From an optimization exercise on the open Yosys and OpenROAD flow, aimed at small area, a short achievable clock period and few clock cycles; shortcuts taken in it are not production practice. The RTL was checked by simulation tests, not by an equivalence proof against the original design. No activity file was given, so power comes from the tool's default toggle rates.

// Controller_module
module Controller_module (
    input working_clock,
    input reset_machine,
    input controller_change_mode,
    input key_valid,
    input [3:0]key_code,
    output key_ack,
    output reg out_valid,
    output reg out_device,
    output reg [7:0]out_char,
    output editing,
    output halted
    );
    localparam [3:0] S_PAS = 4'b1000, S_CEO = 4'b1001, S_OUP = 4'b1010, S_INP = 4'b1011,
                     S_ADD = 4'b1100, S_SUB = 4'b1101, S_ZER = 4'b1110,
                     S_MOL = 4'b0100, S_MOR = 4'b0101, S_LOL = 4'b0010, S_LOR = 4'b0011,
                     S_END = 4'b0000;
    localparam [2:0] M_EDIT = 3'd0, M_RUN = 3'd1, M_HALT = 3'd2,
                     M_FSCAN = 3'd3, M_BSCAN = 3'd4, M_LOAD0 = 3'd5, M_LOAD1 = 3'd6;
    localparam [2:0] O_ID = 3'd0, O_INC = 3'd1, O_DEC = 3'd2, O_ZER = 3'd3, O_KEY = 3'd4;
    localparam [1:0] K_NOP = 2'd0, K_OPS = 2'd1, K_END = 2'd3;
    reg [2:0] mode;
    wire run = (mode == M_RUN);
    reg [3:0] bank0 [0:31];
    reg [3:0] bank1 [0:31];
    reg [3:0] bank2 [0:31];
    reg [3:0] bank3 [0:31];   
    reg [6:0] cursor;
    reg [6:0] hw;             
    reg [3:0] kreg;           
    reg kv;
    reg [3:0] ksym;
    always @(*) begin
        case (kreg)
        4'h0: ksym = S_ZER;
        4'h1: ksym = S_INP;
        4'h2: ksym = S_OUP;
        4'h3: ksym = S_PAS;
        4'h4: ksym = S_MOL;
        4'h5: ksym = S_SUB;
        4'h6: ksym = S_LOL;
        4'h7: ksym = S_MOR;
        4'h8: ksym = S_ADD;
        4'h9: ksym = S_LOR;
        4'ha: ksym = S_CEO;
        default: ksym = S_END;
        endcase
    end
    wire we = kv && kreg <= 4'hb && cursor != 7'd127;
    always @(posedge working_clock) begin
        if (we && cursor[1:0] == 2'd0) bank0[cursor[6:2]] <= ksym;
        if (we && cursor[1:0] == 2'd1) bank1[cursor[6:2]] <= ksym;
        if (we && cursor[1:0] == 2'd2) bank2[cursor[6:2]] <= ksym;
  ...
For scale: about 6600 cells after synthesis, ~1300 flip-flops, about 61000 sq um of cells after synthesis.
Settings: LEC_CHECK=0, ABC_AREA=1, ABC_CLOCK_PERIOD_IN_PS=3000, CAP_MARGIN=20, CORE_MARGIN=2, CORE_UTILIZATION=40, SETUP_SLACK_MARGIN=1.0, SLEW_MARGIN=20; clock period 6.0 ns.
run.sh (not shown) runs the stock make flow with config.mk's settings and CLKGATE_MAP_FILE= SYNTH_SCRIPT=/design/flow/synth_recipe.tcl, a recipe that flattens the netlist after the stock synthesis.
Testbench counts at the start, summed over its fixed seeds: cycles 24,989.
Then changed:
--- a/flow/design.v
+++ b/flow/design.v
@@ -175,23 +175,56 @@
             3'b101: comp2 = {s1, d1 - 3'd1};
             3'b110, 3'b111: comp2 = {2'd1, 3'd0};
             3'b011: comp2 = {2'd2, 3'd0};
             default: comp2 = {s1, d1};
             endcase
         end
     endfunction
     wire [4:0] f_a5 = comp2(a1, a2s);
     wire [4:0] f_b5 = comp2(b1, b2);
     wire [5:0] f_a = {f_a5[4:3], {f_a5[2], f_a5[2:0]}};
     wire [5:0] f_b = {f_b5[4:3], {f_b5[2], f_b5[2:0]}};
-    wire [5:0] f_c = (f_b[5:4] != 2'd0) ? f_b : {f_a[5:4], f_a[3:0] + f_b[3:0]};
+    wire [4:0] sinc, sdec, srst, skey;
+    generate for (gj = 0; gj < 5; gj = gj + 1) begin : g_sf
+        wire [3:0] sy = (gj == 0) ? w0 : (gj == 1) ? w1 : (gj == 2) ? w2 : (gj == 3) ? w3 : w4;
+        assign sinc[gj] = sy[3] && sy[2:0] == 3'b100;
+        assign sdec[gj] = sy[3] && sy[2:0] == 3'b101;
+        assign srst[gj] = sy[3] && (sy[2:1] == 2'b11 || sy[2:0] == 3'b011);
+        assign skey[gj] = sy[3] && sy[2:0] == 3'b011;
+    end endgenerate
+    function [9:0] pre(input integer n);
+        integer i;
+        reg [4:0] live;
+        reg after;
+        reg [1:0] sr;
+        reg [2:0] ci, cd;
+        begin
+            after = 1'b1;
+            sr = 2'd0;
+            for (i = 4; i >= 0; i = i - 1) begin
+                live[i] = (i < n) && after;
+                if (i < n && srst[i] && after) sr = skey[i] ? 2'd2 : 2'd1;
+                if (i < n && srst[i]) after = 1'b0;
+            end
+            ci = {2'b0, sinc[0] & live[0]} + {2'b0, sinc[1] & live[1]} + {2'b0, sinc[2] & live[2]} +
+                 {2'b0, sinc[3] & live[3]} + {2'b0, sinc[4] & live[4]};
+            cd = {2'b0, sdec[0] & live[0]} + {2'b0, sdec[1] & live[1]} + {2'b0, sdec[2] & live[2]} +
+                 {2'b0, sdec[3] & live[3]} + {2'b0, sdec[4] & live[4]};
+            pre = {sr, {1'b0, ci} - {1'b0, cd}, {1'b0, cd} - {1'b0, ci}};
+        end
+    endfunction
+    wire [9:0] pc1_ = pre(1), pc2_ = pre(2), pc3_ = pre(3), pc4_ = pre(4), pc5_ = pre(5);
+    wire [9:0] f_cx = ({10{e[1]}} & pc1_) | ({10{e[2]}} & pc2_) | ({10{e[3]}} & pc3_) |
+                      ({10{e[4]}} & pc4_) | ({10{e5}} & pc5_);
+    wire [5:0] f_c = f_cx[9:4];
+    wire [3:0] f_cn = f_cx[3:0];
     function [7:0] neg(input [3:0] dl);
         neg = 8'd0 - {{4{dl[3]}}, dl};
     endfunction
     wire f_inp = a1 == S_INP || a2s == S_INP || b1 == S_INP || b2 == S_INP;
     wire [3:0] f_out = {b2 == S_OUP, b1 == S_OUP, a2s == S_OUP, a1 == S_OUP};
     wire f_sw_all = (a1 == S_CEO) ^ (a2s == S_CEO) ^ (b1 == S_CEO) ^ (b2 == S_CEO);
     wire f_sw_out = (a1 == S_CEO && (f_out[1] || f_out[2] || f_out[3])) ^
                     (a2s == S_CEO && (f_out[2] || f_out[3])) ^ (b1 == S_CEO && f_out[3]);
     reg [1:0] u_kind;
     reg [5:0] u_a, u_b, u_c;
     reg [7:0] u_bneg, u_cneg;
@@ -279,52 +312,57 @@
     reg [3:0] sw;             
     always @(*) begin
         case (sp[1:0])
         2'd0: sw = gr0;
         2'd1: sw = gr1;
         2'd2: sw = gr2;
         default: sw = gr3;
         endcase
     end
     assign key_ack = key_valid && (mode == M_EDIT || (active && u_inp));
     assign editing = (mode == M_EDIT) && !kv;
-    assign halted = (mode == M_HALT);
+    reg halted_r;
+    assign halted = halted_r;
+    wire end_next = run && !(e_end || e_skip || e_back || e_miss || e_xmiss) && !stall &&
+                    f_kind == K_END && !(go && u_out != 4'd0);
     always @(posedge working_clock) begin
         if (!stall) begin
             u_a <= f_a; u_b <= f_b; u_c <= f_c; u_mv <= f_mv;
-            u_bneg <= neg(f_b[3:0]); u_cneg <= neg(f_c[3:0]);
+            u_bneg <= neg(f_b[3:0]); u_cneg <= {{4{f_cn[3]}}, f_cn};
             u_sel <= go ? msel(f_mv, ptr_n[0], ptr_n == 6'd0, ptr_n == 6'd1, ptr_n == 6'd62, ptr_n == 6'd63)
                         : msel(f_mv, h, at0, at1, at62, at63);
             u_out <= f_out; u_swa <= f_sw_all; u_swo <= f_sw_out;
             u_inp <= f_inp; u_br <= has_r; u_lol <= has_l;
             u_pred <= f_pt && mode == M_RUN;
             u_pex <= f_pex && mode == M_RUN;
             ft <= qs_seq;
             ft_ri <= ri_seq;
         end
     end
     always @(posedge working_clock) begin
         if (reset_machine) begin
             mode <= M_EDIT;
             cursor <= 7'd0;
             hw <= 7'd0;
             kv <= 1'b0;
             ptr <= 6'd0;
             {at0, at1, at62, at63} <= 4'b1000;
             dev <= 1'b0;
             out_valid <= 1'b0;
+            halted_r <= 1'b0;
             d <= 7'd0;
             u_kind <= K_NOP;
             ri <= 5'd0;
         end else begin
             out_valid <= go && u_out != 4'd0;
+            if (e_end || end_next) halted_r <= 1'b1;
             kv <= key_valid && mode == M_EDIT;
             kreg <= key_code;
             if (kv) begin
                 if (kreg <= 4'ha) begin
                     if (cursor != 7'd127) cursor <= cursor + 7'd1;
                     if (cursor == hw && cursor != 7'd127) hw <= hw + 7'd1;
                 end else if (kreg == 4'hb) begin
                     if (cursor != 7'd0) cursor <= cursor - 7'd1;
                 end
             end
             if (go) begin
Effect: Total power hardly moves. Sequential power barely changes. Maximum frequency is higher by 3.8%. Core utilization is lower by 0.65 points. Design area barely changes. Wire length goes up by 3.5%. Clock skew came out lower by 19 ps. Global-route usage came out higher by 0.60 points. Worst setup slack is better by 180 ps. Non-clock buffer count goes down by 34. Die area goes up by 1.7%.
Testbench counts after the change, summed over its fixed seeds: cycles 24,921.

========
## job 101
Controller_module, a different RTL version from the one above (not shown whole).
Size in the first run: roughly 21 I/O pins, ~54,000 sq um of cells after synthesis.
==> flow/config.mk <==
export PLATFORM = sky130hd
export DESIGN_NAME = Controller_module
export DESIGN_NICKNAME = Controller_module
export VERILOG_FILES = /design/flow/design.v
export SDC_FILE = /design/flow/constraint.sdc
export NUM_CORES = 4
export LEC_CHECK = 0
export ABC_CLOCK_PERIOD_IN_PS = 3000
export CAP_MARGIN = 20
export CORE_MARGIN = 2
export CORE_UTILIZATION = 40
export SETUP_SLACK_MARGIN = 2.5
export SLEW_MARGIN = 20
==> flow/constraint.sdc <==
create_clock -name core_clock -period 6.0 [get_ports {working_clock}]
set_input_delay 1.2000 -clock core_clock [delete_from_list [all_inputs] [get_ports {working_clock}]]
set_output_delay 1.2000 -clock core_clock [all_outputs]
set_load 0.01 [all_outputs]
Job 101 finished all stages; the layout is clean.
Testbench counts of job 101, summed over its fixed seeds: cycles 33,395.
[inputs] job 102 vs job 101
--- a/flow/design.v
+++ b/flow/design.v
@@ -340,25 +340,29 @@
                         ib <= ib_p1;
                     end
                 end
             end
             default: ;
             endcase
         end
         if (go && (u_aout || u_bout)) begin
             out_char <= u_aout ? cur : moved ? nb : v0;
             out_device <= u_aout ? dev : dev ^ u_asw;
         end
     end
-    wire rot_r = !reset_machine && go && moved && u_mv == 2'd2;
-    wire rot_l = !reset_machine && go && moved && u_mv == 2'd1;
-    wire keep = !reset_machine && !(go && moved);
-    wire set0 = !reset_machine && go;
     integer i;
     always @(posedge working_clock) begin
-        for (i = 2; i < 63; i = i + 1)
-            mem[i] <= ({8{rot_r}} & mem[i + 1]) | ({8{rot_l}} & mem[i - 1]) | ({8{keep}} & mem[i]);
-        mem[63] <= ({8{rot_r}} & v0) | ({8{rot_l}} & mem[62]) | ({8{keep}} & mem[63]);
-        mem[1] <= ({8{rot_r}} & mem[2]) | ({8{rot_l}} & v0) | ({8{keep}} & mem[1]);
-        mem[0] <= set0 ? v1 : reset_machine ? 8'd0 : mem[0];
+        if (reset_machine) begin
+            for (i = 0; i < 64; i = i + 1) mem[i] <= 8'd0;
+        end else if (go && moved && u_mv == 2'd2) begin
+            for (i = 0; i < 63; i = i + 1) mem[i] <= mem[i + 1];
+            mem[0] <= v1;
+            mem[63] <= v0;
+        end else if (go && moved) begin
+            for (i = 2; i < 64; i = i + 1) mem[i] <= mem[i - 1];
+            mem[0] <= v1;
+            mem[1] <= v0;
+        end else if (go) begin
+            mem[0] <= v1;
+        end
     end
 endmodule
## What came out
Between job 101 and job 102, detailed route wirelength on metal2 increased.
Diff job 101 -> job 102: global placer's final weighted congestion saw little to no change; number of nets in the layout picked up an extra 1,072.
Job 102 vs. job 101: peak ir drop on the vdd network went up by 17%.
Job 102 vs job 101 — final hold slack dropped 0.0043 ns.
Number of cells traversed by the worst hold path: job 101 vs job 102, no meaningful difference
Looking at library cell contributing the largest single delay on the critical path, the sky130_fd_sc_hd__or4b_4 result is from job 102; the sky130_fd_sc_hd__or4_4 one comes from job 101.
Job 102 ended with less largest stage delay on the critical path than job 101.
Compared to job 101, job 102 has total power 10% higher.
Job 102 has antenna diode count above what job 101 had.
Relative to job 101, clock-buffer cell count has increased by 6 in job 102.
Delta (job 102 minus job 101): total number of vias has increased; combinational share of power has increased.
Testbench counts of job 102, summed over its fixed seeds: cycles 33,395.

==> static timing again, ports no longer ideal <==
The flow's constraints put no driver on any port. The routed layouts listed below were extracted and timed again, unchanged, in two steps.
Step 1 sets driving cells, clkbuf_16 on the clock port and buf_2 on the other inputs (assumed; they add their load-dependent delay and slew).
Step 2 also shifts input and output timing later by t, the mid clock arrival at the registers, as if the neighbouring blocks saw the same clock.
Slacks: no drivers / after step 1 / after step 2; pairs: no drivers / after step 1.
| run | shift t [ns] | setup WS [ns] | worst hold slack (ns) | worst setup path after step 2 | latest minus earliest clock arrival (ns) |
|---|---|---|---|---|---|
| the first run of note 1 | 0.841 | 1.045 / 1.045 / 0.663 | 0.465 / 0.465 / 0.465 | input to register | 0.063 / 0.064 |
| the second run of note 1 | 0.833 | 1.228 / 1.228 / 0.793 | 0.469 / 0.469 / 0.469 | input to register | 0.046 / 0.045 |
| job 101 | 0.831 | 0.641 / 0.641 / 0.641 | 0.479 / 0.479 / 0.479 | register to register | 0.028 / 0.028 |
| job 102 | 0.833 | 1.106 / 1.106 / 0.734 | 0.475 / 0.475 / 0.475 | input to register | 0.032 / 0.032 |
After both steps every run listed still meets setup and hold. The setup slack of the second run of note 1, which loses most, moves by 0.000 ns with the drivers and by -0.435 ns with both steps.
